Source: an optimization exercise on an open RTL-to-GDS flow (aim: small area and a short achievable clock period). Production flows keep margins and buffers that such runs may drop. No run shown here included a check of the RTL's function; only the layout flow was run. Power figures rest on the tool's default switching activity, not on a simulated workload.

`flow/flow/run.sh`:
```
#!/bin/bash
set -e
cp standard.sh standard_sh.txt
export BUFFER_PORTS_ARGS="-buffer_cell sky130_fd_sc_hd__buf_1"
bash standard.sh > standard.log 2>&1
```
`flow/constraint.sdc`:
```
create_clock -name core_clock -period 8.0 [get_ports {CLK}]
set_input_delay 1.6000 -clock core_clock [delete_from_list [all_inputs] [get_ports {CLK}]]
set_output_delay 1.6000 -clock core_clock [all_outputs]
set_load 0.01 [all_outputs]
```
`flow/design.v`:
```
module alu_design #(parameter OPERAND_WIDTH = 16, parameter CMD_WIDTH = 4)(
	input CLK, RST, MODE, CE, CIN,
	input [CMD_WIDTH-1:0] CMD,
	input [1:0] INP_VALID,
	input [OPERAND_WIDTH-1:0] OPA, OPB,
	output reg ERR, OFLOW, E, G, L,
	output reg COUT,
	output reg [(2*OPERAND_WIDTH)-1:0] RES
);
	wire in_v11 = INP_VALID == 2'b11;
	wire in_vA  = INP_VALID == 2'b01;
	wire in_vB  = INP_VALID == 2'b10;
	wire in_add_ok = (in_v11 && (CMD <= 4'd7 || CMD == 4'd11 || CMD == 4'd12)) ||
	                 (in_vA && (CMD == 4'd4 || CMD == 4'd5)) ||
	                 (in_vB && (CMD == 4'd6 || CMD == 4'd7));
	wire in_mul = in_v11 && (CMD == 4'd9 || CMD == 4'd10);
	wire in_cmp = in_v11 && (CMD == 4'd8 || CMD == 4'd11 || CMD == 4'd12);
	wire in_lok = (in_v11 && CMD <= 4'd13) ||
	              (in_vA && (CMD == 4'd6 || CMD == 4'd8 || CMD == 4'd9)) ||
	              (in_vB && (CMD == 4'd7 || CMD == 4'd10 || CMD == 4'd11));
	wire in_rot_err = in_v11 && (CMD == 4'd12 || CMD == 4'd13) && (|OPB[15:5]);
	wire in_err = MODE ? !(in_add_ok || in_mul || in_cmp) : (!in_lok || in_rot_err);
	reg [15:0] a, b;
	reg [3:0] cmd;
	reg xb, yb, yi, c0, xs;
	reg sgn;     
	reg [3:0] rs;   
	always @(posedge CLK) begin
		a <= (CMD == 4'd10) ? {OPA[14:0], 1'b0} : OPA;
		b <= OPB;
		cmd <= CMD;
		xb <= CMD == 4'd6 || CMD == 4'd7;
		yb <= CMD <= 4'd3 || CMD == 4'd11 || CMD == 4'd12;
		yi <= CMD == 4'd12 || (CMD <= 4'd7 && CMD[0]);
		c0 <= CMD == 4'd12 || CMD == 4'd1 || CMD == 4'd4 || CMD == 4'd6 ||
		      (CMD == 4'd2 && CIN) || (CMD == 4'd3 && !CIN);
		xs <= CMD == 4'd11 || CMD == 4'd12;
		sgn <= CMD != 4'd8;
		rs <= (CMD == 4'd13) ? (4'd0 - OPB[3:0]) : OPB[3:0];
	end
	reg c_add, c_mul, c_arith, c_log, c_nerr, c_cmp;
	reg c_ofsub, c_ofsv, c_ofk, c_of11v, c_ofidle, c_cout;
	always @(posedge CLK or posedge RST) begin
		if (RST) begin
			c_add <= 1'b0; c_mul <= 1'b0; c_arith <= 1'b0; c_log <= 1'b0;
			c_nerr <= 1'b0; c_cmp <= 1'b0;
			c_ofsub <= 1'b0; c_ofsv <= 1'b0; c_ofk <= 1'b0; c_of11v <= 1'b0;
			c_ofidle <= 1'b0; c_cout <= 1'b0;
		end else begin
			c_add   <= CE && MODE && in_add_ok;
			c_mul   <= CE && MODE && in_mul;
			c_arith <= CE && MODE;
			c_log   <= CE && !MODE && in_lok;
			c_nerr  <= CE && !in_err;
			c_cmp   <= CE && MODE && in_cmp;
			c_ofsub <= CE && MODE && (CMD == 4'd1 || CMD == 4'd3 || CMD == 4'd5 || CMD == 4'd7);
			c_ofsv  <= CE && MODE && (CMD == 4'd11 || CMD == 4'd12) && in_v11;
			c_ofk   <= CE && MODE && !in_v11 && OPA[15] &&
			           ((CMD == 4'd11 && OPB[15]) || (CMD == 4'd12 && !OPB[15]));
			c_of11v <= CE && MODE && CMD == 4'd11 && in_v11;
			c_ofidle <= CE && MODE && ((CMD == 4'd3 && CIN) || CMD == 4'd5 || CMD == 4'd7);
			c_cout  <= CE && MODE && in_add_ok &&
			           (CMD == 4'd0 || CMD == 4'd2 || CMD == 4'd4 || CMD == 4'd6 || CMD == 4'd11);
		end
	end
	wire [15:0] ax = xb ? b : a;
	wire [15:0] ay = (b & {16{yb}}) ^ {16{yi}};
	wire xe = xs & ax[15];
	wire ye = xs ? ay[15] : yi;
	wire [16:0] sum = {xe, ax} + {ye, ay} + {16'b0, c0};
	wire eq = a == b;
	wire lt = {a[15] ^ sgn, a[14:0]} < {b[15] ^ sgn, b[14:0]};
	wire [15:0] r1, r2, r3, rot;
	genvar ri;
	generate for (ri = 0; ri < 16; ri = ri + 1) begin : g_rot
		mt_muxi u_r1 (.s(rs[0]), .d1(a[(ri + 15) % 16]), .d0(a[ri]), .y(r1[ri]));
		mt_muxi u_r2 (.s(rs[1]), .d1(r1[(ri + 14) % 16]), .d0(r1[ri]), .y(r2[ri]));
		mt_muxi u_r3 (.s(rs[2]), .d1(r2[(ri + 12) % 16]), .d0(r2[ri]), .y(r3[ri]));
		mt_muxi u_r4 (.s(rs[3]), .d1(r3[(ri + 8) % 16]), .d0(r3[ri]), .y(rot[ri]));
	end endgenerate
	reg [15:0] lres;
	always @(*) begin
		case (cmd)
			4'd0: lres = a & b;
			4'd1: lres = ~(a & b);
			4'd2: lres = a | b;
			4'd3: lres = ~(a | b);
			4'd4: lres = a ^ b;
			4'd5: lres = ~(a ^ b);
			4'd6: lres = ~a;
			4'd7: lres = ~b;
			4'd8: lres = a >> 1;
			4'd9: lres = a << 1;
			4'd10: lres = b >> 1;
			4'd11: lres = b << 1;
			default: lres = rot;
		endcase
	end
	wire m9 = cmd[0];
	wire [31:0] ts, tc, td;
	wire [15:0] na, nb, pp [0:15];
	wire [15:0] a9, b9;
	genvar gi, gj;
	generate for (gi = 0; gi < 16; gi = gi + 1) begin : g_in
		mt_inv u_na (.a(a[gi]), .y(na[gi]));
		mt_inv u_nb (.a(b[gi]), .y(nb[gi]));
		mt_and u_a9 (.a(a[gi]), .b(m9), .y(a9[gi]));
		mt_and u_b9 (.a(b[gi]), .b(m9), .y(b9[gi]));
		for (gj = 0; gj < 16; gj = gj + 1) begin : g_pp
			mt_nor u_pp (.a(na[gi]), .b(nb[gj]), .y(pp[gi][gj]));
		end
	end endgenerate
	wire [204:0] fs, fc;
	wire [28:0] hs, hc;
	localparam MT_K = 23;
	mt_ha u_ha0 (.a(a9[11]), .b(b9[11]), .s(hs[0]), .co(hc[0]));
	mt_fa u_fa0 (.a(a9[12]), .b(b9[12]), .c(pp[0][12]), .s(fs[0]), .co(fc[0]));
	mt_ha u_ha1 (.a(pp[10][2]), .b(pp[11][1]), .s(hs[1]), .co(hc[1]));
	mt_fa u_fa1 (.a(a9[13]), .b(b9[13]), .c(pp[0][13]), .s(fs[1]), .co(fc[1]));
	mt_fa u_fa2 (.a(pp[10][3]), .b(pp[11][2]), .c(pp[12][1]), .s(fs[2]), .co(fc[2]));
	mt_ha u_ha2 (.a(pp[13][0]), .b(pp[1][12]), .s(hs[2]), .co(hc[2]));
	mt_fa u_fa3 (.a(a9[14]), .b(b9[14]), .c(pp[0][14]), .s(fs[3]), .co(fc[3]));
	mt_fa u_fa4 (.a(pp[10][4]), .b(pp[11][3]), .c(pp[12][2]), .s(fs[4]), .co(fc[4]));
	mt_fa u_fa5 (.a(pp[13][1]), .b(pp[14][0]), .c(pp[1][13]), .s(fs[5]), .co(fc[5]));
	mt_ha u_ha3 (.a(pp[2][12]), .b(pp[3][11]), .s(hs[3]), .co(hc[3]));
	mt_fa u_fa6 (.a(a9[15]), .b(b9[15]), .c(pp[0][15]), .s(fs[6]), .co(fc[6]));
	mt_fa u_fa7 (.a(pp[10][5]), .b(pp[11][4]), .c(pp[12][3]), .s(fs[7]), .co(fc[7]));
	mt_fa u_fa8 (.a(pp[13][2]), .b(pp[14][1]), .c(pp[15][0]), .s(fs[8]), .co(fc[8]));
	mt_fa u_fa9 (.a(pp[1][14]), .b(pp[2][13]), .c(pp[3][12]), .s(fs[9]), .co(fc[9]));
	mt_ha u_ha4 (.a(pp[4][11]), .b(pp[5][10]), .s(hs[4]), .co(hc[4]));
	mt_fa u_fa10 (.a(pp[10][6]), .b(pp[11][5]), .c(pp[12][4]), .s(fs[10]), .co(fc[10]));
	mt_fa u_fa11 (.a(pp[13][3]), .b(pp[14][2]), .c(pp[15][1]), .s(fs[11]), .co(fc[11]));
	mt_fa u_fa12 (.a(pp[1][15]), .b(pp[2][14]), .c(pp[3][13]), .s(fs[12]), .co(fc[12]));
	mt_ha u_ha5 (.a(pp[4][12]), .b(pp[5][11]), .s(hs[5]), .co(hc[5]));
	mt_fa u_fa13 (.a(pp[10][7]), .b(pp[11][6]), .c(pp[12][5]), .s(fs[13]), .co(fc[13]));
	mt_fa u_fa14 (.a(pp[13][4]), .b(pp[14][3]), .c(pp[15][2]), .s(fs[14]), .co(fc[14]));
	mt_ha u_ha6 (.a(pp[2][15]), .b(pp[3][14]), .s(hs[6]), .co(hc[6]));
	mt_fa u_fa15 (.a(pp[10][8]), .b(pp[11][7]), .c(pp[12][6]), .s(fs[15]), .co(fc[15]));
	mt_ha u_ha7 (.a(pp[13][5]), .b(pp[14][4]), .s(hs[7]), .co(hc[7]));
	mt_ha u_ha8 (.a(pp[10][9]), .b(pp[11][8]), .s(hs[8]), .co(hc[8]));
	mt_ha u_ha9 (.a(a9[7]), .b(b9[7]), .s(hs[9]), .co(hc[9]));
	mt_fa u_fa16 (.a(a9[8]), .b(b9[8]), .c(pp[0][8]), .s(fs[16]), .co(fc[16]));
	mt_ha u_ha10 (.a(pp[1][7]), .b(pp[2][6]), .s(hs[10]), .co(hc[10]));
	mt_fa u_fa17 (.a(a9[9]), .b(b9[9]), .c(pp[0][9]), .s(fs[17]), .co(fc[17]));
	mt_fa u_fa18 (.a(pp[1][8]), .b(pp[2][7]), .c(pp[3][6]), .s(fs[18]), .co(fc[18]));
	mt_ha u_ha11 (.a(pp[4][5]), .b(pp[5][4]), .s(hs[11]), .co(hc[11]));
	mt_fa u_fa19 (.a(a9[10]), .b(b9[10]), .c(pp[0][10]), .s(fs[19]), .co(fc[19]));
	mt_fa u_fa20 (.a(pp[10][0]), .b(pp[1][9]), .c(pp[2][8]), .s(fs[20]), .co(fc[20]));
	mt_fa u_fa21 (.a(pp[3][7]), .b(pp[4][6]), .c(pp[5][5]), .s(fs[21]), .co(fc[21]));
	mt_ha u_ha12 (.a(pp[6][4]), .b(pp[7][3]), .s(hs[12]), .co(hc[12]));
	mt_fa u_fa22 (.a(pp[0][11]), .b(pp[10][1]), .c(pp[11][0]), .s(fs[22]), .co(fc[22]));
	mt_fa u_fa23 (.a(pp[1][10]), .b(pp[2][9]), .c(pp[3][8]), .s(fs[23]), .co(fc[23]));
	mt_fa u_fa24 (.a(pp[4][7]), .b(pp[5][6]), .c(pp[6][5]), .s(fs[24]), .co(fc[24]));
	mt_fa u_fa25 (.a(pp[7][4]), .b(pp[8][3]), .c(pp[9][2]), .s(fs[25]), .co(fc[25]));
	mt_fa u_fa26 (.a(pp[12][0]), .b(pp[1][11]), .c(pp[2][10]), .s(fs[26]), .co(fc[26]));
	mt_fa u_fa27 (.a(pp[3][9]), .b(pp[4][8]), .c(pp[5][7]), .s(fs[27]), .co(fc[27]));
	mt_fa u_fa28 (.a(pp[6][6]), .b(pp[7][5]), .c(pp[8][4]), .s(fs[28]), .co(fc[28]));
	mt_fa u_fa29 (.a(pp[9][3]), .b(hc[0]), .c(hs[1]), .s(fs[29]), .co(fc[29]));
	mt_fa u_fa30 (.a(pp[2][11]), .b(pp[3][10]), .c(pp[4][9]), .s(fs[30]), .co(fc[30]));
	mt_fa u_fa31 (.a(pp[5][8]), .b(pp[6][7]), .c(pp[7][6]), .s(fs[31]), .co(fc[31]));
	mt_fa u_fa32 (.a(pp[8][5]), .b(pp[9][4]), .c(hc[1]), .s(fs[32]), .co(fc[32]));
	mt_fa u_fa33 (.a(hs[2]), .b(fc[0]), .c(fs[1]), .s(fs[33]), .co(fc[33]));
	mt_fa u_fa34 (.a(pp[4][10]), .b(pp[5][9]), .c(pp[6][8]), .s(fs[34]), .co(fc[34]));
	mt_fa u_fa35 (.a(pp[7][7]), .b(pp[8][6]), .c(pp[9][5]), .s(fs[35]), .co(fc[35]));
	mt_fa u_fa36 (.a(hc[2]), .b(hs[3]), .c(fc[1]), .s(fs[36]), .co(fc[36]));
	mt_fa u_fa37 (.a(fc[2]), .b(fs[3]), .c(fs[4]), .s(fs[37]), .co(fc[37]));
	mt_fa u_fa38 (.a(pp[6][9]), .b(pp[7][8]), .c(pp[8][7]), .s(fs[38]), .co(fc[38]));
	mt_fa u_fa39 (.a(pp[9][6]), .b(hc[3]), .c(hs[4]), .s(fs[39]), .co(fc[39]));
	mt_fa u_fa40 (.a(fc[3]), .b(fc[4]), .c(fc[5]), .s(fs[40]), .co(fc[40]));
	mt_fa u_fa41 (.a(fs[6]), .b(fs[7]), .c(fs[8]), .s(fs[41]), .co(fc[41]));
	mt_fa u_fa42 (.a(pp[6][10]), .b(pp[7][9]), .c(pp[8][8]), .s(fs[42]), .co(fc[42]));
	mt_fa u_fa43 (.a(pp[9][7]), .b(hc[4]), .c(hs[5]), .s(fs[43]), .co(fc[43]));
	mt_fa u_fa44 (.a(fc[6]), .b(fc[7]), .c(fc[8]), .s(fs[44]), .co(fc[44]));
	mt_fa u_fa45 (.a(fc[9]), .b(fs[10]), .c(fs[11]), .s(fs[45]), .co(fc[45]));
	mt_fa u_fa46 (.a(pp[4][13]), .b(pp[5][12]), .c(pp[6][11]), .s(fs[46]), .co(fc[46]));
	mt_fa u_fa47 (.a(pp[7][10]), .b(pp[8][9]), .c(pp[9][8]), .s(fs[47]), .co(fc[47]));
	mt_fa u_fa48 (.a(hc[5]), .b(hs[6]), .c(fc[10]), .s(fs[48]), .co(fc[48]));
	mt_fa u_fa49 (.a(fc[11]), .b(fc[12]), .c(fs[13]), .s(fs[49]), .co(fc[49]));
	mt_fa u_fa50 (.a(pp[15][3]), .b(pp[3][15]), .c(pp[4][14]), .s(fs[50]), .co(fc[50]));
	mt_fa u_fa51 (.a(pp[5][13]), .b(pp[6][12]), .c(pp[7][11]), .s(fs[51]), .co(fc[51]));
	mt_fa u_fa52 (.a(pp[8][10]), .b(pp[9][9]), .c(hc[6]), .s(fs[52]), .co(fc[52]));
	mt_fa u_fa53 (.a(hs[7]), .b(fc[13]), .c(fc[14]), .s(fs[53]), .co(fc[53]));
	mt_fa u_fa54 (.a(pp[12][7]), .b(pp[13][6]), .c(pp[14][5]), .s(fs[54]), .co(fc[54]));
	mt_fa u_fa55 (.a(pp[15][4]), .b(pp[4][15]), .c(pp[5][14]), .s(fs[55]), .co(fc[55]));
	mt_fa u_fa56 (.a(pp[6][13]), .b(pp[7][12]), .c(pp[8][11]), .s(fs[56]), .co(fc[56]));
	mt_fa u_fa57 (.a(pp[9][10]), .b(hc[7]), .c(hs[8]), .s(fs[57]), .co(fc[57]));
	mt_fa u_fa58 (.a(pp[10][10]), .b(pp[11][9]), .c(pp[12][8]), .s(fs[58]), .co(fc[58]));
	mt_fa u_fa59 (.a(pp[13][7]), .b(pp[14][6]), .c(pp[15][5]), .s(fs[59]), .co(fc[59]));
	mt_fa u_fa60 (.a(pp[5][15]), .b(pp[6][14]), .c(pp[7][13]), .s(fs[60]), .co(fc[60]));
	mt_ha u_ha13 (.a(pp[8][12]), .b(pp[9][11]), .s(hs[13]), .co(hc[13]));
	mt_fa u_fa61 (.a(pp[10][11]), .b(pp[11][10]), .c(pp[12][9]), .s(fs[61]), .co(fc[61]));
	mt_fa u_fa62 (.a(pp[13][8]), .b(pp[14][7]), .c(pp[15][6]), .s(fs[62]), .co(fc[62]));
	mt_ha u_ha14 (.a(pp[6][15]), .b(pp[7][14]), .s(hs[14]), .co(hc[14]));
	mt_fa u_fa63 (.a(pp[10][12]), .b(pp[11][11]), .c(pp[12][10]), .s(fs[63]), .co(fc[63]));
	mt_ha u_ha15 (.a(pp[13][9]), .b(pp[14][8]), .s(hs[15]), .co(hc[15]));
	mt_ha u_ha16 (.a(pp[10][13]), .b(pp[11][12]), .s(hs[16]), .co(hc[16]));
	mt_ha u_ha17 (.a(a9[4]), .b(b9[4]), .s(hs[17]), .co(hc[17]));
	mt_fa u_fa64 (.a(a9[5]), .b(b9[5]), .c(pp[0][5]), .s(fs[64]), .co(fc[64]));
	mt_ha u_ha18 (.a(pp[1][4]), .b(pp[2][3]), .s(hs[18]), .co(hc[18]));
	mt_fa u_fa65 (.a(a9[6]), .b(b9[6]), .c(pp[0][6]), .s(fs[65]), .co(fc[65]));
	mt_fa u_fa66 (.a(pp[1][5]), .b(pp[2][4]), .c(pp[3][3]), .s(fs[66]), .co(fc[66]));
	mt_ha u_ha19 (.a(pp[4][2]), .b(pp[5][1]), .s(hs[19]), .co(hc[19]));
	mt_fa u_fa67 (.a(pp[0][7]), .b(pp[1][6]), .c(pp[2][5]), .s(fs[67]), .co(fc[67]));
	mt_fa u_fa68 (.a(pp[3][4]), .b(pp[4][3]), .c(pp[5][2]), .s(fs[68]), .co(fc[68]));
	mt_fa u_fa69 (.a(pp[6][1]), .b(pp[7][0]), .c(hs[9]), .s(fs[69]), .co(fc[69]));
	mt_fa u_fa70 (.a(pp[3][5]), .b(pp[4][4]), .c(pp[5][3]), .s(fs[70]), .co(fc[70]));
	mt_fa u_fa71 (.a(pp[6][2]), .b(pp[7][1]), .c(pp[8][0]), .s(fs[71]), .co(fc[71]));
	mt_fa u_fa72 (.a(hc[9]), .b(hs[10]), .c(fs[16]), .s(fs[72]), .co(fc[72]));
	mt_fa u_fa73 (.a(pp[6][3]), .b(pp[7][2]), .c(pp[8][1]), .s(fs[73]), .co(fc[73]));
	mt_fa u_fa74 (.a(pp[9][0]), .b(hc[10]), .c(hs[11]), .s(fs[74]), .co(fc[74]));
	mt_fa u_fa75 (.a(fc[16]), .b(fs[17]), .c(fs[18]), .s(fs[75]), .co(fc[75]));
	mt_fa u_fa76 (.a(pp[8][2]), .b(pp[9][1]), .c(hc[11]), .s(fs[76]), .co(fc[76]));
	mt_fa u_fa77 (.a(hs[12]), .b(fc[17]), .c(fc[18]), .s(fs[77]), .co(fc[77]));
	mt_fa u_fa78 (.a(fs[19]), .b(fs[20]), .c(fs[21]), .s(fs[78]), .co(fc[78]));
	mt_fa u_fa79 (.a(hs[0]), .b(hc[12]), .c(fc[19]), .s(fs[79]), .co(fc[79]));
	mt_fa u_fa80 (.a(fc[20]), .b(fc[21]), .c(fs[22]), .s(fs[80]), .co(fc[80]));
	mt_fa u_fa81 (.a(fs[23]), .b(fs[24]), .c(fs[25]), .s(fs[81]), .co(fc[81]));
	mt_fa u_fa82 (.a(fc[22]), .b(fc[23]), .c(fc[24]), .s(fs[82]), .co(fc[82]));
	mt_fa u_fa83 (.a(fc[25]), .b(fs[0]), .c(fs[26]), .s(fs[83]), .co(fc[83]));
	mt_fa u_fa84 (.a(fs[27]), .b(fs[28]), .c(fs[29]), .s(fs[84]), .co(fc[84]));
	mt_fa u_fa85 (.a(fc[26]), .b(fc[27]), .c(fc[28]), .s(fs[85]), .co(fc[85]));
	mt_fa u_fa86 (.a(fs[2]), .b(fs[30]), .c(fs[31]), .s(fs[86]), .co(fc[86]));
	mt_fa u_fa87 (.a(fc[29]), .b(fs[32]), .c(fs[33]), .s(fs[87]), .co(fc[87]));
	mt_fa u_fa88 (.a(fc[30]), .b(fc[31]), .c(fs[34]), .s(fs[88]), .co(fc[88]));
	mt_fa u_fa89 (.a(fs[35]), .b(fs[5]), .c(fc[32]), .s(fs[89]), .co(fc[89]));
	mt_fa u_fa90 (.a(fc[33]), .b(fs[36]), .c(fs[37]), .s(fs[90]), .co(fc[90]));
	mt_fa u_fa91 (.a(fc[34]), .b(fc[35]), .c(fs[38]), .s(fs[91]), .co(fc[91]));
	mt_fa u_fa92 (.a(fs[9]), .b(fc[36]), .c(fs[39]), .s(fs[92]), .co(fc[92]));
	mt_fa u_fa93 (.a(fc[37]), .b(fs[40]), .c(fs[41]), .s(fs[93]), .co(fc[93]));
	mt_fa u_fa94 (.a(fc[38]), .b(fs[12]), .c(fs[42]), .s(fs[94]), .co(fc[94]));
	mt_fa u_fa95 (.a(fc[39]), .b(fc[40]), .c(fs[43]), .s(fs[95]), .co(fc[95]));
	mt_fa u_fa96 (.a(fc[41]), .b(fs[44]), .c(fs[45]), .s(fs[96]), .co(fc[96]));
	mt_fa u_fa97 (.a(fc[42]), .b(fs[14]), .c(fs[46]), .s(fs[97]), .co(fc[97]));
	mt_fa u_fa98 (.a(fs[47]), .b(fc[43]), .c(fc[44]), .s(fs[98]), .co(fc[98]));
	mt_fa u_fa99 (.a(fc[45]), .b(fs[48]), .c(fs[49]), .s(fs[99]), .co(fc[99]));
	mt_fa u_fa100 (.a(fc[46]), .b(fc[47]), .c(fs[15]), .s(fs[100]), .co(fc[100]));
	mt_fa u_fa101 (.a(fs[50]), .b(fs[51]), .c(fs[52]), .s(fs[101]), .co(fc[101]));
	mt_fa u_fa102 (.a(fc[48]), .b(fc[49]), .c(fs[53]), .s(fs[102]), .co(fc[102]));
	mt_fa u_fa103 (.a(fc[15]), .b(fc[50]), .c(fc[51]), .s(fs[103]), .co(fc[103]));
	mt_fa u_fa104 (.a(fs[54]), .b(fs[55]), .c(fs[56]), .s(fs[104]), .co(fc[104]));
	mt_fa u_fa105 (.a(fc[52]), .b(fc[53]), .c(fs[57]), .s(fs[105]), .co(fc[105]));
	mt_fa u_fa106 (.a(hc[8]), .b(hs[13]), .c(fc[54]), .s(fs[106]), .co(fc[106]));
	mt_fa u_fa107 (.a(fc[55]), .b(fc[56]), .c(fs[58]), .s(fs[107]), .co(fc[107]));
	mt_fa u_fa108 (.a(fs[59]), .b(fs[60]), .c(fc[57]), .s(fs[108]), .co(fc[108]));
	mt_fa u_fa109 (.a(pp[8][13]), .b(pp[9][12]), .c(hc[13]), .s(fs[109]), .co(fc[109]));
	mt_fa u_fa110 (.a(hs[14]), .b(fc[58]), .c(fc[59]), .s(fs[110]), .co(fc[110]));
	mt_fa u_fa111 (.a(fc[60]), .b(fs[61]), .c(fs[62]), .s(fs[111]), .co(fc[111]));
	mt_fa u_fa112 (.a(pp[15][7]), .b(pp[7][15]), .c(pp[8][14]), .s(fs[112]), .co(fc[112]));
	mt_fa u_fa113 (.a(pp[9][13]), .b(hc[14]), .c(hs[15]), .s(fs[113]), .co(fc[113]));
	mt_fa u_fa114 (.a(fc[61]), .b(fc[62]), .c(fs[63]), .s(fs[114]), .co(fc[114]));
	mt_fa u_fa115 (.a(pp[12][11]), .b(pp[13][10]), .c(pp[14][9]), .s(fs[115]), .co(fc[115]));
	mt_fa u_fa116 (.a(pp[15][8]), .b(pp[8][15]), .c(pp[9][14]), .s(fs[116]), .co(fc[116]));
	mt_fa u_fa117 (.a(hc[15]), .b(hs[16]), .c(fc[63]), .s(fs[117]), .co(fc[117]));
	mt_fa u_fa118 (.a(pp[10][14]), .b(pp[11][13]), .c(pp[12][12]), .s(fs[118]), .co(fc[118]));
	mt_fa u_fa119 (.a(pp[13][11]), .b(pp[14][10]), .c(pp[15][9]), .s(fs[119]), .co(fc[119]));
	mt_ha u_ha20 (.a(pp[9][15]), .b(hc[16]), .s(hs[20]), .co(hc[20]));
	mt_fa u_fa120 (.a(pp[10][15]), .b(pp[11][14]), .c(pp[12][13]), .s(fs[120]), .co(fc[120]));
	mt_ha u_ha21 (.a(pp[13][12]), .b(pp[14][11]), .s(hs[21]), .co(hc[21]));
	mt_ha u_ha22 (.a(pp[11][15]), .b(pp[12][14]), .s(hs[22]), .co(hc[22]));
	mt_ha u_ha23 (.a(a9[2]), .b(b9[2]), .s(hs[23]), .co(hc[23]));
	mt_fa u_fa121 (.a(a9[3]), .b(b9[3]), .c(pp[0][3]), .s(fs[121]), .co(fc[121]));
	mt_ha u_ha24 (.a(pp[1][2]), .b(pp[2][1]), .s(hs[24]), .co(hc[24]));
	mt_fa u_fa122 (.a(pp[0][4]), .b(pp[1][3]), .c(pp[2][2]), .s(fs[122]), .co(fc[122]));
	mt_fa u_fa123 (.a(pp[3][1]), .b(pp[4][0]), .c(hs[17]), .s(fs[123]), .co(fc[123]));
	mt_fa u_fa124 (.a(pp[3][2]), .b(pp[4][1]), .c(pp[5][0]), .s(fs[124]), .co(fc[124]));
	mt_fa u_fa125 (.a(hc[17]), .b(hs[18]), .c(fs[64]), .s(fs[125]), .co(fc[125]));
	mt_fa u_fa126 (.a(pp[6][0]), .b(hc[18]), .c(hs[19]), .s(fs[126]), .co(fc[126]));
	mt_fa u_fa127 (.a(fc[64]), .b(fs[65]), .c(fs[66]), .s(fs[127]), .co(fc[127]));
	mt_fa u_fa128 (.a(hc[19]), .b(fc[65]), .c(fc[66]), .s(fs[128]), .co(fc[128]));
	mt_fa u_fa129 (.a(fs[67]), .b(fs[68]), .c(fs[69]), .s(fs[129]), .co(fc[129]));
	mt_fa u_fa130 (.a(fc[67]), .b(fc[68]), .c(fs[70]), .s(fs[130]), .co(fc[130]));
	mt_fa u_fa131 (.a(fs[71]), .b(fc[69]), .c(fs[72]), .s(fs[131]), .co(fc[131]));
	mt_fa u_fa132 (.a(fc[70]), .b(fc[71]), .c(fs[73]), .s(fs[132]), .co(fc[132]));
	mt_fa u_fa133 (.a(fs[74]), .b(fc[72]), .c(fs[75]), .s(fs[133]), .co(fc[133]));
	mt_fa u_fa134 (.a(fc[73]), .b(fc[74]), .c(fs[76]), .s(fs[134]), .co(fc[134]));
	mt_fa u_fa135 (.a(fc[75]), .b(fs[77]), .c(fs[78]), .s(fs[135]), .co(fc[135]));
	mt_fa u_fa136 (.a(fc[76]), .b(fc[77]), .c(fc[78]), .s(fs[136]), .co(fc[136]));
	mt_fa u_fa137 (.a(fs[79]), .b(fs[80]), .c(fs[81]), .s(fs[137]), .co(fc[137]));
	mt_fa u_fa138 (.a(fc[79]), .b(fc[80]), .c(fc[81]), .s(fs[138]), .co(fc[138]));
	mt_fa u_fa139 (.a(fs[82]), .b(fs[83]), .c(fs[84]), .s(fs[139]), .co(fc[139]));
	mt_fa u_fa140 (.a(fc[82]), .b(fc[83]), .c(fs[85]), .s(fs[140]), .co(fc[140]));
	mt_fa u_fa141 (.a(fs[86]), .b(fc[84]), .c(fs[87]), .s(fs[141]), .co(fc[141]));
	mt_fa u_fa142 (.a(fc[85]), .b(fc[86]), .c(fs[88]), .s(fs[142]), .co(fc[142]));
	mt_fa u_fa143 (.a(fs[89]), .b(fc[87]), .c(fs[90]), .s(fs[143]), .co(fc[143]));
	mt_fa u_fa144 (.a(fc[88]), .b(fc[89]), .c(fs[91]), .s(fs[144]), .co(fc[144]));
	mt_fa u_fa145 (.a(fs[92]), .b(fc[90]), .c(fs[93]), .s(fs[145]), .co(fc[145]));
	mt_fa u_fa146 (.a(fc[91]), .b(fs[94]), .c(fc[92]), .s(fs[146]), .co(fc[146]));
	mt_fa u_fa147 (.a(fs[95]), .b(fc[93]), .c(fs[96]), .s(fs[147]), .co(fc[147]));
	mt_fa u_fa148 (.a(fc[94]), .b(fs[97]), .c(fc[95]), .s(fs[148]), .co(fc[148]));
	mt_fa u_fa149 (.a(fs[98]), .b(fc[96]), .c(fs[99]), .s(fs[149]), .co(fc[149]));
	mt_fa u_fa150 (.a(fc[97]), .b(fs[100]), .c(fc[98]), .s(fs[150]), .co(fc[150]));
	mt_fa u_fa151 (.a(fs[101]), .b(fs[102]), .c(fc[99]), .s(fs[151]), .co(fc[151]));
	mt_fa u_fa152 (.a(fc[100]), .b(fs[103]), .c(fs[104]), .s(fs[152]), .co(fc[152]));
	mt_fa u_fa153 (.a(fc[101]), .b(fc[102]), .c(fs[105]), .s(fs[153]), .co(fc[153]));
	mt_fa u_fa154 (.a(fc[103]), .b(fc[104]), .c(fs[106]), .s(fs[154]), .co(fc[154]));
	mt_fa u_fa155 (.a(fs[107]), .b(fc[105]), .c(fs[108]), .s(fs[155]), .co(fc[155]));
	mt_fa u_fa156 (.a(fs[109]), .b(fc[106]), .c(fc[107]), .s(fs[156]), .co(fc[156]));
	mt_fa u_fa157 (.a(fs[110]), .b(fs[111]), .c(fc[108]), .s(fs[157]), .co(fc[157]));
	mt_fa u_fa158 (.a(fs[112]), .b(fc[109]), .c(fc[110]), .s(fs[158]), .co(fc[158]));
	mt_fa u_fa159 (.a(fs[113]), .b(fc[111]), .c(fs[114]), .s(fs[159]), .co(fc[159]));
	mt_fa u_fa160 (.a(fc[112]), .b(fs[115]), .c(fs[116]), .s(fs[160]), .co(fc[160]));
	mt_fa u_fa161 (.a(fc[113]), .b(fc[114]), .c(fs[117]), .s(fs[161]), .co(fc[161]));
	mt_fa u_fa162 (.a(fc[115]), .b(fc[116]), .c(fs[118]), .s(fs[162]), .co(fc[162]));
	mt_fa u_fa163 (.a(fs[119]), .b(hs[20]), .c(fc[117]), .s(fs[163]), .co(fc[163]));
	mt_fa u_fa164 (.a(pp[15][10]), .b(hs[21]), .c(fc[118]), .s(fs[164]), .co(fc[164]));
	mt_fa u_fa165 (.a(fc[119]), .b(hc[20]), .c(fs[120]), .s(fs[165]), .co(fc[165]));
	mt_fa u_fa166 (.a(pp[13][13]), .b(pp[14][12]), .c(pp[15][11]), .s(fs[166]), .co(fc[166]));
	mt_fa u_fa167 (.a(hc[21]), .b(hs[22]), .c(fc[120]), .s(fs[167]), .co(fc[167]));
	mt_fa u_fa168 (.a(pp[12][15]), .b(pp[13][14]), .c(pp[14][13]), .s(fs[168]), .co(fc[168]));
	mt_ha u_ha25 (.a(pp[15][12]), .b(hc[22]), .s(hs[25]), .co(hc[25]));
	mt_ha u_ha26 (.a(pp[13][15]), .b(pp[14][14]), .s(hs[26]), .co(hc[26]));
	mt_ha u_ha27 (.a(a9[0]), .b(b9[0]), .s(hs[27]), .co(hc[27]));
	mt_fa u_fa169 (.a(a9[1]), .b(b9[1]), .c(pp[0][1]), .s(fs[169]), .co(fc[169]));
	mt_fa u_fa170 (.a(pp[0][2]), .b(pp[1][1]), .c(pp[2][0]), .s(fs[170]), .co(fc[170]));
	mt_fa u_fa171 (.a(pp[3][0]), .b(hc[23]), .c(hs[24]), .s(fs[171]), .co(fc[171]));
	mt_fa u_fa172 (.a(hc[24]), .b(fc[121]), .c(fs[122]), .s(fs[172]), .co(fc[172]));
	mt_fa u_fa173 (.a(fc[122]), .b(fs[124]), .c(fc[123]), .s(fs[173]), .co(fc[173]));
	mt_fa u_fa174 (.a(fc[124]), .b(fs[126]), .c(fc[125]), .s(fs[174]), .co(fc[174]));
	mt_fa u_fa175 (.a(fc[126]), .b(fc[127]), .c(fs[128]), .s(fs[175]), .co(fc[175]));
	mt_fa u_fa176 (.a(fc[128]), .b(fs[130]), .c(fc[129]), .s(fs[176]), .co(fc[176]));
	mt_fa u_fa177 (.a(fc[130]), .b(fs[132]), .c(fc[131]), .s(fs[177]), .co(fc[177]));
	mt_fa u_fa178 (.a(fc[132]), .b(fs[134]), .c(fc[133]), .s(fs[178]), .co(fc[178]));
	mt_fa u_fa179 (.a(fc[134]), .b(fs[136]), .c(fc[135]), .s(fs[179]), .co(fc[179]));
	mt_fa u_fa180 (.a(fc[136]), .b(fs[138]), .c(fc[137]), .s(fs[180]), .co(fc[180]));
	mt_fa u_fa181 (.a(fc[138]), .b(fs[140]), .c(fc[139]), .s(fs[181]), .co(fc[181]));
	mt_fa u_fa182 (.a(fc[140]), .b(fs[142]), .c(fc[141]), .s(fs[182]), .co(fc[182]));
	mt_fa u_fa183 (.a(fc[142]), .b(fs[144]), .c(fc[143]), .s(fs[183]), .co(fc[183]));
	mt_fa u_fa184 (.a(fc[144]), .b(fs[146]), .c(fc[145]), .s(fs[184]), .co(fc[184]));
	mt_fa u_fa185 (.a(fc[146]), .b(fs[148]), .c(fc[147]), .s(fs[185]), .co(fc[185]));
	mt_fa u_fa186 (.a(fc[148]), .b(fs[150]), .c(fc[149]), .s(fs[186]), .co(fc[186]));
	mt_fa u_fa187 (.a(fs[152]), .b(fc[150]), .c(fc[151]), .s(fs[187]), .co(fc[187]));
	mt_fa u_fa188 (.a(fs[154]), .b(fc[152]), .c(fc[153]), .s(fs[188]), .co(fc[188]));
	mt_fa u_fa189 (.a(fc[154]), .b(fs[156]), .c(fc[155]), .s(fs[189]), .co(fc[189]));
	mt_fa u_fa190 (.a(fs[158]), .b(fc[156]), .c(fs[159]), .s(fs[190]), .co(fc[190]));
	mt_fa u_fa191 (.a(fs[160]), .b(fc[158]), .c(fs[161]), .s(fs[191]), .co(fc[191]));
	mt_fa u_fa192 (.a(fc[160]), .b(fs[162]), .c(fs[163]), .s(fs[192]), .co(fc[192]));
	mt_fa u_fa193 (.a(fc[162]), .b(fs[164]), .c(fs[165]), .s(fs[193]), .co(fc[193]));
	mt_fa u_fa194 (.a(fs[166]), .b(fc[164]), .c(fc[165]), .s(fs[194]), .co(fc[194]));
	mt_fa u_fa195 (.a(fc[166]), .b(fs[168]), .c(hs[25]), .s(fs[195]), .co(fc[195]));
	mt_fa u_fa196 (.a(pp[15][13]), .b(hs[26]), .c(fc[168]), .s(fs[196]), .co(fc[196]));
	mt_ha u_ha28 (.a(pp[14][15]), .b(pp[15][14]), .s(hs[28]), .co(hc[28]));
	mt_fa u_fa197 (.a(fc[159]), .b(fc[190]), .c(fs[191]), .s(fs[197]), .co(fc[197]));
	mt_fa u_fa198 (.a(fc[161]), .b(fc[191]), .c(fs[192]), .s(fs[198]), .co(fc[198]));
	mt_fa u_fa199 (.a(fc[163]), .b(fs[193]), .c(fc[192]), .s(fs[199]), .co(fc[199]));
	mt_fa u_fa200 (.a(fs[167]), .b(fs[194]), .c(fc[193]), .s(fs[200]), .co(fc[200]));
	mt_fa u_fa201 (.a(fc[167]), .b(fs[195]), .c(fc[194]), .s(fs[201]), .co(fc[201]));
	mt_fa u_fa202 (.a(hc[25]), .b(fs[196]), .c(fc[195]), .s(fs[202]), .co(fc[202]));
	mt_fa u_fa203 (.a(hc[26]), .b(hs[28]), .c(fc[196]), .s(fs[203]), .co(fc[203]));
	mt_fa u_fa204 (.a(pp[15][15]), .b(hc[28]), .c(fc[203]), .s(fs[204]), .co(fc[204]));
	assign ts[0] = m9;
	assign tc[0] = pp[0][0];
	assign td[0] = hs[27];
	assign ts[1] = pp[1][0];
	assign tc[1] = hc[27];
	assign td[1] = fs[169];
	assign ts[2] = hs[23];
	assign tc[2] = fc[169];
	assign td[2] = fs[170];
	assign ts[3] = fc[170];
	assign tc[3] = fs[121];
	assign td[3] = fs[171];
	assign ts[4] = fs[123];
	assign tc[4] = fc[171];
	assign td[4] = fs[172];
	assign ts[5] = fc[172];
	assign tc[5] = fs[125];
	assign td[5] = fs[173];
	assign ts[6] = fc[173];
	assign tc[6] = fs[127];
	assign td[6] = fs[174];
	assign ts[7] = fs[129];
	assign tc[7] = fc[174];
	assign td[7] = fs[175];
	assign ts[8] = fc[175];
	assign tc[8] = fs[131];
	assign td[8] = fs[176];
	assign ts[9] = fc[176];
	assign tc[9] = fs[133];
	assign td[9] = fs[177];
	assign ts[10] = fs[135];
	assign tc[10] = fc[177];
	assign td[10] = fs[178];
	assign ts[11] = fs[137];
	assign tc[11] = fc[178];
	assign td[11] = fs[179];
	assign ts[12] = fc[179];
	assign tc[12] = fs[139];
	assign td[12] = fs[180];
	assign ts[13] = fc[180];
	assign tc[13] = fs[141];
	assign td[13] = fs[181];
	assign ts[14] = fs[143];
	assign tc[14] = fc[181];
	assign td[14] = fs[182];
	assign ts[15] = fs[145];
	assign tc[15] = fc[182];
	assign td[15] = fs[183];
	assign ts[16] = fs[147];
	assign tc[16] = fc[183];
	assign td[16] = fs[184];
	assign ts[17] = fs[149];
	assign tc[17] = fc[184];
	assign td[17] = fs[185];
	assign ts[18] = fs[151];
	assign tc[18] = fc[185];
	assign td[18] = fs[186];
	assign ts[19] = fs[153];
	assign tc[19] = fc[186];
	assign td[19] = fs[187];
	assign ts[20] = fs[155];
	assign tc[20] = fc[187];
	assign td[20] = fs[188];
	assign ts[21] = fs[157];
	assign tc[21] = fc[188];
	assign td[21] = fs[189];
	assign ts[22] = fc[157];
	assign tc[22] = fc[189];
	assign td[22] = fs[190];
	assign ts[23] = fs[197];
	assign tc[23] = 1'b0;
	assign td[23] = 1'b0;
	assign ts[24] = fs[198];
	assign tc[24] = fc[197];
	assign td[24] = 1'b0;
	assign ts[25] = fs[199];
	assign tc[25] = fc[198];
	assign td[25] = 1'b0;
	assign ts[26] = fs[200];
	assign tc[26] = fc[199];
	assign td[26] = 1'b0;
	assign ts[27] = fs[201];
	assign tc[27] = fc[200];
	assign td[27] = 1'b0;
	assign ts[28] = fs[202];
	assign tc[28] = fc[201];
	assign td[28] = 1'b0;
	assign ts[29] = fs[203];
	assign tc[29] = fc[202];
	assign td[29] = 1'b0;
	assign ts[30] = fs[204];
	assign tc[30] = 1'b0;
	assign td[30] = 1'b0;
	assign ts[31] = fc[204];
	assign tc[31] = 1'b0;
	assign td[31] = 1'b0;
	reg [31:0] PS, PC, PD;
	reg pvalid;
	wire [31:0] p2s = PS ^ PC ^ PD;
	wire [31:0] p2c = (PS & PC) | (PS & PD) | (PC & PD);
	wire [31:0] px = {PS[31:MT_K], p2s[MT_K-1:0]};
	wire [31:0] py = {PC[31:MT_K+1], p2c[MT_K-1:0], 1'b0};
	wire [31:0] P = px + py;
	wire pv = c_mul & pvalid;
	wire [31:0] res_n = {{15{pv}} & P[31:17],
	                     (c_add & sum[16]) | (pv & P[16]),
	                     ({16{c_add}} & sum[15:0]) | ({16{c_log}} & lres) | ({16{pv}} & P[15:0])};
	wire ovf_s = (ax[15] ~^ ay[15]) & (sum[15] ^ ax[15]);
	wire oflow_n = (c_ofsub & sum[16]) | (c_ofsv & ovf_s) | c_ofk;
	wire oflow_idle_n = c_ofidle | (c_of11v & sum[15]);
	wire cout_n = c_cout & sum[16];
	reg oflow_idle;
	always @(posedge CLK or posedge RST) begin
		if (RST) begin
			RES <= 32'd0;
			ERR <= 1'b0; E <= 1'b0; G <= 1'b0; L <= 1'b0;
			OFLOW <= 1'b0; oflow_idle <= 1'b0; COUT <= 1'b0;
			pvalid <= 1'b0;
		end else if (CE) begin
			RES <= res_n;
			ERR <= !c_nerr;
			E <= c_cmp & eq;
			G <= c_cmp & !eq & !lt;
			L <= c_cmp & !eq & lt;
			OFLOW <= oflow_n; oflow_idle <= oflow_idle_n; COUT <= cout_n;
			if (c_arith)
				pvalid <= c_mul;
		end else begin
			ERR <= 1'b0; E <= 1'b0; G <= 1'b0; L <= 1'b0;
			OFLOW <= oflow_idle;
		end
	end
	always @(posedge CLK) begin
		if (CE && c_mul) begin
			PS <= ts;
			PC <= tc;
			PD <= td;
		end
	end
endmodule
module mt_fa(input a, input b, input c, output s, output co);
	assign s = a ^ b ^ c;
	assign co = (a & b) | (a & c) | (b & c);
endmodule
module mt_ha(input a, input b, output s, output co);
	assign s = a ^ b;
	assign co = a & b;
endmodule
module mt_inv(input a, output y);
	assign y = ~a;
endmodule
module mt_nand(input a, input b, output y);
	assign y = ~(a & b);
endmodule
module mt_and(input a, input b, output y);
	assign y = a & b;
endmodule
module mt_nor(input a, input b, output y);
	assign y = ~(a | b);
endmodule
module mt_muxi(input s, input d1, input d0, output y);
	assign y = ~(s ? d1 : d0);
endmodule
```
`flow/config.mk`:
```
export PLATFORM = sky130hd
export DESIGN_NAME = alu_design
export DESIGN_NICKNAME = alu_design
export VERILOG_FILES = /design/flow/design.v
export SDC_FILE = /design/flow/constraint.sdc
export NUM_CORES = 4
export LEC_CHECK = 0
export CAP_MARGIN = 20
export CORE_MARGIN = 2
export CORE_UTILIZATION = 40
export SETUP_SLACK_MARGIN = 4.8
export SLEW_MARGIN = 20
export SYNTH_HIERARCHICAL = 1
```
`flow/standard.sh`:
```
#!/bin/bash
# synth_recipe.tcl (not shown) runs the flow's synth.tcl, then flattens the netlist and writes it again
# the make line also repeats each setting of config.mk as NAME=value (left out here)
make -C /OpenROAD-flow-scripts/flow DESIGN_CONFIG=/design/flow/config.mk WORK_HOME=/design/flow/orfs CLKGATE_MAP_FILE= SYNTH_SCRIPT=/design/flow/synth_recipe.tcl "${@:-finish}"
```
==> out/results.txt, run 1 <==
VDD sags by at most 0.000146 V. Once placement completed, the tool counted placed cells totaling 2465. Synthesis inferred 181 register bits. The logs give 181 for the number of sinks on the clock net and 18100 um2 for the cell area after synthesis. Launching point of the worst reg2reg path: a[15]. The worst hold path terminates at ERR. The hold slack is 0.397 ns, and the worst path required time is 8.22 ns. The portion of the clock cycle consumed by the worst path in the final layout was 0.409. The tools report the overall via count from detail_route as 15200. Count of final max-slew check failures: 0. Setup repair after global routing could not meet its margin everywhere. Leaving out fill and tap cells, the most frequent cells in the layout are sky130_fd_sc_hd__nor2_1 (330), sky130_fd_sc_hd__fa_1 (187), sky130_fd_sc_hd__nand2_1 (117), sky130_fd_sc_hd__ha_1 (117), sky130_fd_sc_hd__buf_4 (111). The depth of the CTS H-tree came out at 4. TritonCTS built the clock tree.

In this run, CTS created clock tree buffers numbering 17. The worst-case setup slack after placement is 4.19 ns, and the starting density of the core is 0.408. The floorplan row count is 77, and the path depth of the worst reg2reg path is 9. The worst reg-to-reg setup slack is 4.73 ns, and the global-route congestion overflow total is 0. For this block, the initial DRC count from the detailed router was 1488. The die covers 47000 um2. For the final-report hold violation count, the log shows 0.

Wire segments on met3 add up to 4860 um in the final route. The floorplan step set the die width to 217 um. The clock period minus worst slack was 3.27 ns; the count of flip-flops with a built-in enable after synthesis was 84. The tools report the fraction of the core area covered by cells at the end of the flow as 0.485.

The run gives 6 as the number of detailed-route iterations in the first pass. For the initial antenna violation count, the log shows 0. The congestion estimate from routability-driven global placement came to 0.993.

The core region is 44400 um2. Signal routing reaches up to met4. Number of inserted diodes: 0.

The tools report the clock root buffer as sky130_fd_sc_hd__clkbuf_16. Entering global routing, the biggest net connects 61 pins. Timing would allow up to 306 MHz. In this run the tool buffered the top-level ports with 80 buffer cells.

The first global-routing pass estimated 93700 um of wire. Along the worst path, the maximum fanout reaches 4. In the synthesized netlist, the number of instances is 1828.

Dividing the detail-routed via count by the number of cells gives 5.78. The critical path is of the flop to flop type. After detailed routing, the number of remaining DRC violations is 0.

Wire segments on met2 add up to 28400 um in the final route. The fraction of final layout cells with drive strength greater than 1 came out at 0.189. The kind of capture point of the worst setup path was a flop. The count of nets left with antenna violations once routing finished came out at 0.

The worst register-to-register path ends at PD[17]. The number of synthesis warnings was 7. The layout has 4086 filler cells. The leakage power summed over all cells is 9.23 nW, and the overall routed net length is 61600 um. After routing the design area is 21600 um2. The tools report the overall global routing resource usage as 0.266.

For the worst-skew pair, the clock arrives at the later sink with an insertion delay of 0.47 ns. The worst min-delay path startpoint is c_nerr. The maximum clock insertion buffer count came out at 2.

The worst hold-check path type was flop to flop. For the number of max-cap violations, the log shows 0. The signed area change from the synthesized netlist to the final layout is 19.0%, and the slew of the pin with the lowest slew margin is 1.15 ns.

Critical path's slowest cell: sky130_fd_sc_hd__fa_1. Adding up every negative setup slack in the final design gives 0 ns. The net count of the finished layout is 2414. Synthesis produced a netlist with a net count of 2223. After detailed routing, the average wire length per cell comes to 23.5 um.

Counting distinct cell types in the post-synthesis netlist gives 77. The most numerous cell type found on the critical path is sky130_fd_sc_hd__fa_2. The async set or reset register ratio after synthesis is 0.287. The share of the yosys chip area belonging to registers was 0.261. For the number of global-route vias before repair, the log shows 15400. The register clock-pin slew on the reported worst setup and hold paths works out to 0.07 ns.

The most used flip-flop cell after synthesis is sky130_fd_sc_hd__edfxtp_1. The worst max-slew margin expressed relative to the limit is 0.228. The number of cells traversed by the worst hold path came out at 1.

The power per cell area is 156 nW/um2. At the worst endpoint, the arrival time is 3.48 ns. The area after detailed placement was 19100 um2; the die extent in y was 217 um.

Once layout is complete, the cells apart from fillers number 2624. Walking the worst path, the cells encountered are buf_6 > clkinvlp_4 > buf_6 > nor2_4 > fa_1 > fa_1 > fa_2 > fa_2 > fa_2. In this design, the stage delay of the slowest critical-path cell is 0.51 ns. The HPWL after detailed placement came out at 43400 um.

STA classifies the critical path startpoint as a flop. Across all setup checks in the final design, the least slack found is 4.73 ns. The logs give 3.36 mW for the final total power and 25700 um for the total routed wire length on the met1 layer. For this design the top-level I/O count stands at 81.

The run finished with no timing, DRC or antenna violations. Average instance area after synthesis: 9.91 um2. The library cell used most frequently in the layout, excluding fill and tap cells, is sky130_fd_sc_hd__nor2_1. On the final layout, the worst clock skew is 0.0165 ns. The final setup violation count came out at 0.
[modules after synthesis, one instance, submodules excluded]
| module | copies in the design | flip-flops and latches |
|---|---|---|
| alu_design | 1 | 181 |
| mt_fa | 205 | 0 |
| mt_muxi | 64 | 0 |
| mt_nor | 256 | 0 |
| mt_and | 32 | 0 |
| mt_inv | 32 | 0 |
| mt_ha | 29 | 0 |
[repair_timing]
item | in CTS | in global routing
endpoints found under the hold margin | 0 | 0
pin swaps | 19 | 49
buffers inserted | 90 | 34
gates resized for setup | 162 | 109
gates cloned | 1 | 2
hold buffers | 0 | 0
endpoints found under the setup margin | 122 | 62
[Yosys cell counts, types with 40 or more instances]
library cell               number  area, um2
sky130_fd_sc_hd__mux2i_1       77        771
sky130_fd_sc_hd__inv_1         93        349
sky130_fd_sc_hd__nor2_1       357       1340
sky130_fd_sc_hd__dfxtp_1       45        901
sky130_fd_sc_hd__dfrtp_1       52       1300
sky130_fd_sc_hd__clkbuf_1      40        150
sky130_fd_sc_hd__fa_1         231       4620
sky130_fd_sc_hd__nand2_1      118        443
sky130_fd_sc_hd__a21oi_1       89        445
sky130_fd_sc_hd__xnor2_1       44        385
sky130_fd_sc_hd__o21ai_0       80        400
sky130_fd_sc_hd__edfxtp_1      84       2520
sky130_fd_sc_hd__ha_1         121       1510
[worst max-delay path, delay by kind of cell, from the launching register on]
| kind | cells | cell delay (ns) |
|---|---|---|
| buf+inv | 3 | 0.45 |
| fa+ha+maj | 5 | 2.16 |
| flops | 1 | 0.33 |
| simple gates | 1 | 0.07 |
[worst max path at each step]
stage	startpoint	to	slack [ns]
3_3_place_gp	b[13]	PD[14]	4.19
3_5_place_dp	b[13]	PD[14]	4.19
4_1_cts	a[1]	PD[18]	4.74
5_1_grt	a[10]	PS[23]	4.68
2_1_floorplan	rs[0]	PD[16]	4.67
6_report	a[15]	PD[17]	4.73
[registers in the layout, summed over array words and instances (netlist names), 4 cells and up]
register  cells
rs            4
a            16
cmd           4
b            15
PC           29
PS           32
RES          32
PD           23
[layer usage]
metal / vias up / GRT usage
met5: - / 0
met4: 0 / 0.116
met3: 121 / 0.0474
met2: 716 / 0.423
met1: 7606 / 0.357
li1: 6718 / -
[report_power, final]
group	internal [mW]	switching [mW]	total (mW)	leakage (nW)
clock network	0.421	0.433	0.854	0.278
logic	0.605	0.782	1.39	7.06
registers	1.08	0.0383	1.12	1.89
[area by class of cell]
cell class	count	area [um2]	share of cell area
Multi-Input combinational cell	1495	13200	0.614
Sequential cell	181	4810	0.223
Timing Repair Buffer	228	1640	0.0763
Tap cell	592	741	0.0344
Inverter	95	534	0.0248
Clock buffer	18	439	0.0204
Clock inverter	14	134	0.00621
Timing Repair inverter	1	7.51	0.000348
[kinds of logic after synthesis]
| kind of cell | synth area share |
|---|---|
| multiplexers | 0.0544 |
| XOR/XNOR | 0.0382 |
| AO/OA/AOI/OAI | 0.131 |
| adder cells (fa/ha/maj) | 0.339 |
| buffers and inverters | 0.0343 |
| AND/OR/NAND/NOR | 0.142 |
| flip-flops | 0.261 |
==> run 2: changes to the inputs <==
--- a/flow/config.mk
+++ b/flow/config.mk
@@ -5,9 +5,9 @@
 export SDC_FILE = /design/flow/constraint.sdc
 export NUM_CORES = 4
 export LEC_CHECK = 0
-export CAP_MARGIN = 20
+export CAP_MARGIN = 5
 export CORE_MARGIN = 2
 export CORE_UTILIZATION = 40
 export SETUP_SLACK_MARGIN = 4.8
-export SLEW_MARGIN = 20
+export SLEW_MARGIN = 5
 export SYNTH_HIERARCHICAL = 1
==> run 2 against run 1 <==
Effect of this change:
- cell count down 0.27%
- sequential power about the same
- flip-flop and latch count unchanged
- core utilization down 0.24 points
- non-clock buffer count down 8
- critical path type unchanged
- area after synthesis unchanged
- setup slack worse by 0.025 ns
- critical endpoint is now PD[14]
- cell area down 0.49%
- worst hold slack better by 0.0041 ns
- first-iteration DRC count up 7.7%
- clock-buffer cell count up 1
- clock power up 2.9%
==> out/results.txt, run 2 <==
The logs give 0 for the final-report hold violation count and 2617 for the post-layout instance count excluding filler cells. Synthesis inferred 181 register bits. The hold slack came out at 0.401 ns. The post-detailed-route wirelength per cell was 23.6 um. Dividing the detail-routed via count by the number of cells gives 5.83. During I/O placement, the number of pins put on the boundary was 81.

The logs give 181 for the number of sinks on the clock net and 0 for the post-route DRC violation count. Summing all placed instances gives a cell area of 19100 um2. Between clock sinks in the finished design, the worst skew comes to 0.0177 ns.

TritonCTS built the clock tree. Power spread over the standard cell area amounts to 158 nW/um2. The worst max-slew margin expressed relative to the limit was 0.233; the share of the yosys chip area belonging to registers was 0.261. Based on the critical path, the design can be clocked at up to 304 MHz.

The clock reaches the later pin of the worst-skew pair after 0.50 ns. Slew of the pin with the lowest slew margin: 1.15 ns. Counting tap cells, the placed design contains a total of 2464 instances.

The startpoint identified for the worst hold timing path is c_nerr. Worst supply voltage drop on vdd: 0.000159 V. Data arrives at the worst endpoint at 3.52 ns.

The floorplan step defined a core boundary enclosing 44400 um2. For this block, wires on met1 add up to 25500 um. Across all setup checks in the final design, the least slack found is 4.71 ns.

The tightest min-delay check is of the flop to flop type. The run gives 43200 um as the HPWL after detailed placement. Setup repair after global routing could not meet its margin everywhere. The fraction of final layout cells with drive strength greater than 1 came out at 0.183.

Critical path's slowest cell: sky130_fd_sc_hd__fa_2. Measured along the y axis, the die boundary spans 217 um. The count of final max-slew check failures was 0. Measured along the x axis, the die boundary spans 217 um. The overall routed net length came out at 61700 um. The starting density of the core was 0.408; the global-route congestion overflow total was 0. Leaving out fill and tap cells, the most frequent cells in the layout are sky130_fd_sc_hd__nor2_1 (328), sky130_fd_sc_hd__fa_1 (191), sky130_fd_sc_hd__nand2_1 (117), sky130_fd_sc_hd__ha_1 (115), sky130_fd_sc_hd__buf_4 (106). The count of nets left with antenna violations once routing finished came out at 0. Routability-driven placement finished with a final weighted congestion of 0.993. The total of buffers placed on input and output ports is 80, and the cell area after synthesis is 18100 um2. The tool flagged a number of max-cap violations equal to 0.

In this run the critical register-to-register path is launched from a[6]. The portion of the clock cycle consumed by the worst path in the final layout is 0.412, and the overall via count from detail_route is 15300. Among cell families on the critical path, the largest total delay comes from adder cells. The endpoint identified for the worst register-to-register timing path is PD[14]. The overall global routing resource usage came out at 0.267.

The cell sitting at the root of the clock tree is a sky130_fd_sc_hd__clkbuf_16. Highest metal layer with signal wires: met4. The number of detailed-route iterations in the first pass was 6; the number of distinct library cells after synthesis was 77. Yosys attributes the largest share of cell area to sky130_fd_sc_hd__fa_1 (26%), sky130_fd_sc_hd__edfxtp_1 (14%), sky130_fd_sc_hd__ha_1 (8.4%).

The signal on the critical path passes through buf_6 > clkinvlp_4 > buf_6 > nor2_1 > fa_1 > fa_1 > fa_2 > fa_2. The tools report the total die area as 47000 um2. For the number of nets produced by synthesis, the log shows 2223. Setup slack on the worst reg-to-reg path comes out at 4.71 ns. The maximum fanout along the worst path was 7. The worst path required time came out at 8.22 ns. The worst hold path endpoint is ERR. By count the netlist is led by sky130_fd_sc_hd__nor2_1 (357), sky130_fd_sc_hd__fa_1 (231), sky130_fd_sc_hd__ha_1 (121). Clock-pin slew was measured on the worst setup and hold paths at 0.07 ns. The number of antenna diodes in the final layout is 0. The number of cells traversed by the worst hold path came out at 1.

The finished cells cover 21400 um2. The initialized floorplan defines 77 standard-cell rows. The number of cells on the worst reg-to-reg path is 8.

The tools report the final setup violation count as 0. The run gives 0.483 as the fraction of the core area covered by cells at the end of the flow. For this run, the number of Yosys warnings is 7. The critical path class is flop to flop.

The maximum clock insertion buffer count was 2; the number of DRC markers after the initial detailed-route iteration was 1602. In the detailed route, the total length drawn on met3 is 5070 um. For the pin count of the biggest net entering global routing, the log shows 61. The most frequent cell after synthesis is sky130_fd_sc_hd__nor2_1.

Counting the buffers created by CTS gives 17. The tools report the number of nets at the end of the flow as 2407. The layout has 4089 filler cells. The delay contributed by the slowest stage of the critical path was 0.56 ns. Number of global-route vias before repair: 15300.

In this run the static leakage power is 9.17 nW. After synthesis, the mean cell area works out to 9.91 um2. The sort of element at the start of the critical path is a flop.

After detailed routing, the met2 layer carries 28400 um of wire. Summed negative setup slack over all endpoints: 0 ns. sky130_fd_sc_hd__fa_1 takes more of the synthesized area than any other cell. The logs give 93800 um for the global-route wire length before repair and 1828 for the number of instances in the synthesized netlist.

Share of the synthesized area in the top cell type: 0.255. Compared with the post-synthesis result, the final layout area differs by 18.4%. Prior to clock tree synthesis, the placed netlist has a worst setup slack of 4.18 ns.

STA classifies the critical path endpoint as a flop. The largest registers in the layout are PS (32), RES (32), PC (29). The flow ran to the end and the layout has no timing, DRC or antenna violations. The most common library cell in the layout ignoring fill and taps is sky130_fd_sc_hd__nor2_1. The flip-flop cell with the highest count after synthesis was sky130_fd_sc_hd__edfxtp_1. The async set or reset register ratio after synthesis came out at 0.287. The initial antenna violation count was 0; the count of buffering cells on the critical path with inverters included was 3. Counting flops with a built-in enable in the synthesized netlist gives 84. The H-tree was split into 4 levels.

The completed layout was analyzed and its total power is 3.38 mW. The clock period minus worst slack is 3.29 ns.
==> run 2: cell counts after synthesis <==
Identical to the previous run, type by type.
==> run 2: worst max-delay path by stage <==
stage               start      to  slack (ns)  cells past startpoint
floorplan           rs[0]  PD[16]        4.67                      7
global placement    b[13]  PD[14]        4.19                      7
detailed placement  b[13]  PD[14]        4.18                      7
CTS                 a[13]  PD[15]        4.73                      7
global route        a[15]  PS[23]        4.67                      9
finish               a[6]  PD[14]        4.71                      8
==> run 2: per-module statistics from Yosys (local to each module, per instance) <==
module      flops+latches  cell area, um2  times used
alu_design            181           11700           1
mt_and                  0            6.26          32
mt_fa                   0            20.0         205
mt_ha                   0            12.5          29
mt_inv                  0            3.75          32
mt_muxi                 0            10.0          64
mt_nor                  0            3.75         256
==> run 2: cells by family after synthesis <==
logic type | share of synthesized area
AO/OA/AOI/OAI | 0.131
XOR/XNOR | 0.0382
adder cells (fa/ha/maj) | 0.339
buffers and inverters | 0.0343
flip-flops | 0.261
multiplexers | 0.0544
AND/OR/NAND/NOR | 0.142
==> run 2: power breakdown <==
group | switching, mW | leakage [nW] | internal, mW
clock network | 0.440 | 0.288 | 0.439
logic | 0.784 | 6.99 | 0.600
registers | 0.0393 | 1.89 | 1.08
total | 1.26 | 9.17 | 2.12
==> run 2: layer usage <==
metal | up-vias | track usage
li1 | 6703 | -
met3 | 140 | 0.0481
met1 | 7665 | 0.359
met2 | 760 | 0.421
met4 | 0 | 0.122
met5 | - | 0
==> run 2: area by class of cell <==
type	instances	area [um2]	share of cell area
multi-input combinational	1495	13200	0.615
timing repair inverter	2	15.0	0.000700
sequential	181	4810	0.224
clock buffer	19	464	0.0216
tap	592	741	0.0345
timing repair buffer	220	1560	0.0726
clock inverter	13	128	0.00595
inverter	95	532	0.0248
==> run 2: timing repair <==
item                       in CTS  in global routing
hold buffers                    0                  0
setup endpoints to repair     107                 49
buffers inserted               86                 32
pin swaps                      27                 35
cloned                          1                  2
resized for setup             160                102

==> what the ideal ports hide <==
How much do the figures lean on ideal ports? The routed layouts below were timed once more, with nothing changed but the port constraints.
Step 1 assumes that a clkbuf_16 drives the clock port and a buf_2 every other input.
Step 2 adds t to the input delays and takes it off the output delays; t is the mean of the earliest and latest rising clock arrival at the registers after step 1. Input paths then give back, and output paths get back, about the clock's delay inside the block.
Three values: ideal ports, drivers, drivers and shift; two values: the first two.
| run | t, ns | setup WS [ns] | pins driven straight from the clock port |
|---|---|---|---|
| run 1 | 0.518 | 4.732 / 4.732 / 4.442 | 1 |
| run 2 | 0.542 | 4.706 / 4.706 / 4.375 | 1 |
After both steps every run listed still meets setup and hold. The setup slack of run 2, which loses most, moves by 0.000 ns with the drivers and by -0.331 ns with both steps.
